This design comes from an exercise in tuning for small area and a short achievable clock period on the open sky130 flow, not from production work.
Where RTL was checked, it was by simulation tests only, not by an equivalence proof against the original.
Power and IR drop assume default switching activity.

==> flow/design.v <==
module registor_block(
	input clk_i,
	input rstn_i,
	input acc_en_i,
	input wr_en_i,
	input [2:0] addr_i,
	input [15:0] wdata_i,
	output [15:0] rdata_o,
	output duty_valid,
	output [9:0] duty_cycle,
	output [1:0] frequency_selection,
	output trigger_on_hit,
	output target_valid,
	output [9:0] target_value,
	output clear,
	output SW_trigger,
	input [9:0] actual_counter_value,
	input [9:0] captured_value,
	input cap_valid,
	input tm_running
);
reg [15:0] CTRL0;
reg [15:0] PWM_MODE;
reg [15:0] CNT_TIMER_MODE0;
reg [15:0] CNT_TIMER_MODE1;
reg [3:0] valid;
wire wr = acc_en_i & wr_en_i;
wire we0 = wr & (addr_i == 3'd0);
wire we1 = wr & (addr_i == 3'd1);
wire we2 = wr & (addr_i == 3'd2);
wire we3 = wr & (addr_i == 3'd3);
always @(posedge clk_i or negedge rstn_i) begin
	if(!rstn_i)
		valid <= 4'd0;
	else
		valid <= valid | {we3, we2, we1, we0};
end
always @(posedge clk_i) begin
	if(we0) CTRL0 <= wdata_i;
	if(we1) PWM_MODE <= wdata_i;
	if(we2) CNT_TIMER_MODE0 <= wdata_i;
	if(we3) CNT_TIMER_MODE1 <= wdata_i;
end
assign duty_valid = valid[1];
assign duty_cycle = PWM_MODE[9:0];
assign frequency_selection = PWM_MODE[13:12] & {2{valid[1]}};
assign trigger_on_hit = valid[2] & (CNT_TIMER_MODE0[5:4] == 2'b01);
assign target_valid = valid[3];
assign target_value = CNT_TIMER_MODE1[9:0];
assign clear = wdata_i[0] & wr & (addr_i == 3'd5);
assign SW_trigger = wdata_i[4] & wr & (addr_i == 3'd5);
wire nrd = ~acc_en_i | wr_en_i;
wire s0 = (addr_i == 3'd0) & valid[0];
wire s1 = (addr_i == 3'd1) & valid[1];
wire s2 = (addr_i == 3'd2) & valid[2];
wire s3 = (addr_i == 3'd3) & valid[3];
wire s4 = (addr_i == 3'd4);
wire s6 = (addr_i == 3'd6);
wire s6c = s6 & cap_valid;
wire [15:0] ya, yb;
genvar i;
generate
	for (i = 0; i < 16; i = i + 1) begin : g_rd
		if (i < 10) begin : g6
			rd_aoi222 ua(.a0(CTRL0[i]), .s0(s0), .a1(PWM_MODE[i]), .s1(s1), .a2(CNT_TIMER_MODE0[i]), .s2(s2), .y(ya[i]));
			rd_aoi222 ub(.a0(CNT_TIMER_MODE1[i]), .s0(s3), .a1(actual_counter_value[i]), .s1(s4), .a2(captured_value[i]), .s2(s6c), .y(yb[i]));
		end else if (i == 12) begin : g5
			rd_aoi222 ua(.a0(CTRL0[i]), .s0(s0), .a1(PWM_MODE[i]), .s1(s1), .a2(CNT_TIMER_MODE0[i]), .s2(s2), .y(ya[i]));
			rd_aoi22 ub(.a0(CNT_TIMER_MODE1[i]), .s0(s3), .a1(tm_running), .s1(s6), .y(yb[i]));
		end else begin : g4
			rd_aoi22 ua(.a0(CTRL0[i]), .s0(s0), .a1(PWM_MODE[i]), .s1(s1), .y(ya[i]));
			rd_aoi22 ub(.a0(CNT_TIMER_MODE0[i]), .s0(s2), .a1(CNT_TIMER_MODE1[i]), .s1(s3), .y(yb[i]));
		end
	end
endgenerate
generate
	for (i = 0; i < 16; i = i + 1) begin : g_out
		rd_aoi21 uo(.a0(ya[i]), .a1(yb[i]), .b(nrd), .y(rdata_o[i]));
	end
endgenerate
endmodule
module rd_aoi222(input a0, input s0, input a1, input s1, input a2, input s2, output y);
assign y = ~((a0 & s0) | (a1 & s1) | (a2 & s2));
endmodule
module rd_aoi21(input a0, input a1, input b, output y);
assign y = ~((a0 & a1) | b);
endmodule
module rd_aoi22(input a0, input s0, input a1, input s1, output y);
assign y = ~((a0 & s0) | (a1 & s1));
endmodule
module PWM(
	input clk_i,
	input rstn_i,
	input acc_en_i,
	input [9:0] duty_cycle,
	input [1:0] frequency_selection,
	input duty_valid,
	input trigger_on_hit,
	input target_valid,
	input [9:0] target_value,
	input clear,
	input SW_trigger,
	output [9:0] actual_counter_value,
	output reg [9:0] captured_value,
	output reg cap_valid,
	output reg tm_running,
	output reg pwm_out
);
function [18:0] inc19(input [18:0] a, input cin);
	integer i; reg c;
	begin
		c = cin;
		for (i = 0; i < 19; i = i + 1) begin inc19[i] = a[i] ^ c; c = a[i] & c; end
	end
endfunction
function [13:0] inc14(input [13:0] a, input cin);
	integer i; reg c;
	begin
		c = cin;
		for (i = 0; i < 14; i = i + 1) begin inc14[i] = a[i] ^ c; c = a[i] & c; end
	end
endfunction
function [14:0] add15(input [14:0] a, input [14:0] b);
	integer i; reg c;
	begin
		c = 1'b0;
		for (i = 0; i < 15; i = i + 1) begin
			add15[i] = a[i] ^ b[i] ^ c;
			c = (a[i] & b[i]) | (a[i] & c) | (b[i] & c);
		end
	end
endfunction
function [12:0] add13(input [12:0] a, input [12:0] b);
	integer i; reg c;
	begin
		c = 1'b0;
		for (i = 0; i < 13; i = i + 1) begin
			add13[i] = a[i] ^ b[i] ^ c;
			c = (a[i] & b[i]) | (a[i] & c) | (b[i] & c);
		end
	end
endfunction
function lt14(input [13:0] a, input [13:0] b, input cin);
	integer i; reg c;
	begin
		c = cin;
		for (i = 0; i < 14; i = i + 1) c = (~a[i] & b[i]) | (~a[i] & c) | (b[i] & c);
		lt14 = c;
	end
endfunction
reg [9:0]  P_lo;
reg [8:0]  P_hi;
reg        Z;
reg [13:0] A;
reg [14:0] B;
wire [18:0] P = {P_hi, P_lo};
wire en = acc_en_i;
wire [18:0] p_inc = inc19(P, en);
wire [18:0] p_next = (Z & en) ? 19'd0 : p_inc;
wire ge400 = P >= 19'd399999;
wire ge200 = P >= 19'd199999;
wire ge125 = P >= 19'd124999;
wire ge100 = P >= 19'd99999;
wire ge = frequency_selection[1] ? (frequency_selection[0] ? ge100 : ge125)
                                 : (frequency_selection[0] ? ge200 : ge400);
wire wrap = ~Z & ge;
wire hit_tv = Z ? (target_value == 10'd0) : (p_inc == {9'd0, target_value});
wire hit = target_valid ? hit_tv : Z;
wire [12:0] dc5 = add13({1'b0, duty_cycle, 2'b0}, {3'b0, duty_cycle});
reg [13:0] T;
always @(*) begin
	case(frequency_selection)
		2'b00: T = {duty_cycle, 4'b0};
		2'b01: T = {1'b0, duty_cycle, 3'b0};
		2'b10: T = {1'b0, dc5};
		default: T = {2'b0, duty_cycle, 2'b0};
	endcase
end
wire bz = (B == 15'd0);
wire duty_on = duty_valid & (Z ? (duty_cycle != 10'd0) : lt14(A, T, bz));
wire go = en & ~Z & duty_on;
wire ld = en & Z;
wire b_carry = (B >= 15'd23977);
wire [14:0] b_step = go ? (b_carry ? 15'd8791 : 15'd1023) : 15'd0;
wire [14:0] b_sum = add15(B, b_step);
wire [13:0] a_sum = inc14(A, go & b_carry);
assign actual_counter_value = P_lo;
always @(posedge clk_i or negedge rstn_i) begin
	if(!rstn_i) begin
		P_lo <= 10'd0;
		Z <= 1'b1;
		pwm_out <= 1'b0;
		cap_valid <= 1'b0;
		tm_running <= 1'b0;
	end else begin
		P_lo <= p_next[9:0];
		if(en) begin
			Z <= wrap;
			pwm_out <= duty_on;
			if(clear)
				cap_valid <= 1'b0;
			else if(hit)
				cap_valid <= target_valid;
			if(SW_trigger || (trigger_on_hit && hit))
				tm_running <= 1'b1;
			else if(wrap)
				tm_running <= 1'b0;
		end
	end
end
always @(posedge clk_i) begin
	if(en & hit)
		captured_value <= target_value;
	P_hi <= p_next[18:10];
	A <= ld ? 14'd0 : a_sum;
	B <= ld ? (duty_on ? 15'd2046 : 15'd1023) : b_sum;
end
endmodule
module top(
	input clk_i,
	input rstn_i,
	input acc_en_i,
	input wr_en_i,
	input [2:0] addr_i,
	input [15:0] wdata_i,
	input input1_i,
	input input2_i,
	input input3_i,
	input input4_i,
	input input5_i,
	input input6_i,
	input input7_i,
	input input8_i,
	input input9_i,
	input input10_i,
	input input11_i,
	input input12_i,
	input input13_i,
	input input14_i,
	input input15_i,
	output [15:0] rdata_o,
	output output_o
);
	wire [9:0] duty_cycle_w;
	wire [1:0] frequency_selection_w;
	wire duty_valid_w;
	wire trigger_on_hit_w;
	wire target_valid_w;
	wire [9:0] target_value_w;
	wire clear_w;
	wire SW_trigger_w;
	wire [9:0] actual_counter_value_w;
	wire [9:0] captured_value_w;
	wire cap_valid_w;
	wire tm_running_w;
registor_block registor_block(
	.clk_i(clk_i),
	.rstn_i(rstn_i),
	.acc_en_i(acc_en_i),
	.wr_en_i(wr_en_i),
	.addr_i(addr_i),
	.wdata_i(wdata_i),
	.rdata_o(rdata_o),
	.duty_cycle(duty_cycle_w),
	.frequency_selection(frequency_selection_w),
	.duty_valid(duty_valid_w),
	.trigger_on_hit(trigger_on_hit_w),
	.target_valid(target_valid_w),
	.target_value(target_value_w),
	.clear(clear_w),
	.SW_trigger(SW_trigger_w),
	.actual_counter_value(actual_counter_value_w),
	.captured_value(captured_value_w),
	.cap_valid(cap_valid_w),
	.tm_running(tm_running_w)
);
PWM PWM(
	.clk_i(clk_i),
	.rstn_i(rstn_i),
	.acc_en_i(acc_en_i),
	.duty_cycle(duty_cycle_w),
	.frequency_selection(frequency_selection_w),
	.duty_valid(duty_valid_w),
	.trigger_on_hit(trigger_on_hit_w),
	.target_valid(target_valid_w),
	.target_value(target_value_w),
	.clear(clear_w),
	.SW_trigger(SW_trigger_w),
	.actual_counter_value(actual_counter_value_w),
	.captured_value(captured_value_w),
	.cap_valid(cap_valid_w),
	.tm_running(tm_running_w),
	.pwm_out(output_o)
);
endmodule
clock: 25.0 ns
lec_check: 0
cap_margin: 20
core_margin: 2
core_utilization: 70
cts_buf_list: sky130_fd_sc_hd__clkbuf_4 sky130_fd_sc_hd__clkbuf_8
cts_cluster_diameter: 60
cts_cluster_size: 30
slew_margin: 20
synth_hierarchical: 1
synth_minimum_keep_size: 0
standard.sh (not shown) runs the stock make flow with config.mk's settings and CLKGATE_MAP_FILE= SYNTH_SCRIPT=/design/flow/synth_recipe.tcl, a recipe that flattens the netlist after the stock synthesis.
==> flow/flow/run.sh <==
#!/bin/bash
# Layout flow: the standard ORFS flow, with port buffers of a plain buffer
# cell, a clock tree without dummy loads, and timing repair aimed at a larger
# setup margin with a restricted set of moves. Clock period and constraints
# are the standard flow's own.
set -euo pipefail
W=$(pwd)
bash standard.sh \
  "BUFFER_PORTS_ARGS=-buffer_cell sky130_fd_sc_hd__buf_2" \
  "CTS_ARGS=-sink_clustering_enable -repair_clock_nets -dont_use_dummy_load -buf_list {sky130_fd_sc_hd__clkbuf_8}" \
  "SETUP_SLACK_MARGIN=13.8" "SETUP_MOVE_SEQUENCE=sizeup,swap" \
  finish > "$W/flow_make.log" 2>&1
Change:
--- a/flow/design.v
+++ b/flow/design.v
@@ -3,11 +3,11 @@
 	input rstn_i,
 	input acc_en_i,
 	input wr_en_i,
 	input [2:0] addr_i,
 	input [15:0] wdata_i,
-	output [15:0] rdata_o,
+	output reg [15:0] rdata_o,
 	output duty_valid,
 	output [9:0] duty_cycle,
 	output [1:0] frequency_selection,
 	output trigger_on_hit,
 	output target_valid,
@@ -47,17 +47,17 @@
 assign trigger_on_hit = valid[2] & (CNT_TIMER_MODE0[5:4] == 2'b01);
 assign target_valid = valid[3];
 assign target_value = CNT_TIMER_MODE1[9:0];
 assign clear = wdata_i[0] & wr & (addr_i == 3'd5);
 assign SW_trigger = wdata_i[4] & wr & (addr_i == 3'd5);
-wire nrd = ~acc_en_i | wr_en_i;
-wire s0 = (addr_i == 3'd0) & valid[0];
-wire s1 = (addr_i == 3'd1) & valid[1];
-wire s2 = (addr_i == 3'd2) & valid[2];
-wire s3 = (addr_i == 3'd3) & valid[3];
-wire s4 = (addr_i == 3'd4);
-wire s6 = (addr_i == 3'd6);
+wire rd = acc_en_i & ~wr_en_i;
+wire s0 = rd & (addr_i == 3'd0) & valid[0];
+wire s1 = rd & (addr_i == 3'd1) & valid[1];
+wire s2 = rd & (addr_i == 3'd2) & valid[2];
+wire s3 = rd & (addr_i == 3'd3) & valid[3];
+wire s4 = rd & (addr_i == 3'd4);
+wire s6 = rd & (addr_i == 3'd6);
 wire s6c = s6 & cap_valid;
 wire [15:0] ya, yb;
 genvar i;
 generate
 	for (i = 0; i < 16; i = i + 1) begin : g_rd
@@ -71,21 +71,14 @@
 			rd_aoi22 ua(.a0(CTRL0[i]), .s0(s0), .a1(PWM_MODE[i]), .s1(s1), .y(ya[i]));
 			rd_aoi22 ub(.a0(CNT_TIMER_MODE0[i]), .s0(s2), .a1(CNT_TIMER_MODE1[i]), .s1(s3), .y(yb[i]));
 		end
 	end
 endgenerate
-generate
-	for (i = 0; i < 16; i = i + 1) begin : g_out
-		rd_aoi21 uo(.a0(ya[i]), .a1(yb[i]), .b(nrd), .y(rdata_o[i]));
-	end
-endgenerate
+always @(*) rdata_o = ~(ya & yb);
 endmodule
 module rd_aoi222(input a0, input s0, input a1, input s1, input a2, input s2, output y);
 assign y = ~((a0 & s0) | (a1 & s1) | (a2 & s2));
-endmodule
-module rd_aoi21(input a0, input a1, input b, output y);
-assign y = ~((a0 & a1) | b);
 endmodule
 module rd_aoi22(input a0, input s0, input a1, input s1, output y);
 assign y = ~((a0 & s0) | (a1 & s1));
 endmodule
 module PWM(
Outcome: The new run went through all stages and came out clean. Power fell by about 2%. Final cell count fell by about 1.6%. Sequential share of layout area climbs by 1.3 points. Non-clock buffer count came out lower by 2. Hold slack loses 0.018 ns. Register-to-register slack improved by 0.12 ns. Setup slack improves by 0.24 ns. First-iteration DRC count goes up by about 100%. Routed wire length falls by about 2.2%. Maximum frequency goes up by about 2%. Final area drops by about 2.7%. Combinational power fell by about 6%.
The RTL of the first run of this note was laid out without a check of its function.

[afterwards: timing with drivers on the ports]
How much do the figures lean on ideal ports? The routed layouts below were timed once more, with nothing changed but the port constraints. Step 1, drivers: a clkbuf_16 drives clk_i and a buf_2 each remaining input, both assumed. Step 2 moves the port delays by t, midway between the first and last clock arrival at a register: inputs arrive t later, outputs are due t later. That takes back most of the time a late clock gives input paths. a / b / c = ideal / step 1 / step 2; a / b = the first two.
run	t (ns)	setup slack, ns	worst setup path after step 2
the first run	0.459	13.236 / 13.188 / 13.188	input to output
the second run	0.454	13.472 / 13.408 / 13.408	input to output
After both steps every run listed still meets setup and hold. The setup slack of the second run, which loses most, moves by -0.064 ns with the drivers and by -0.064 ns with both steps.
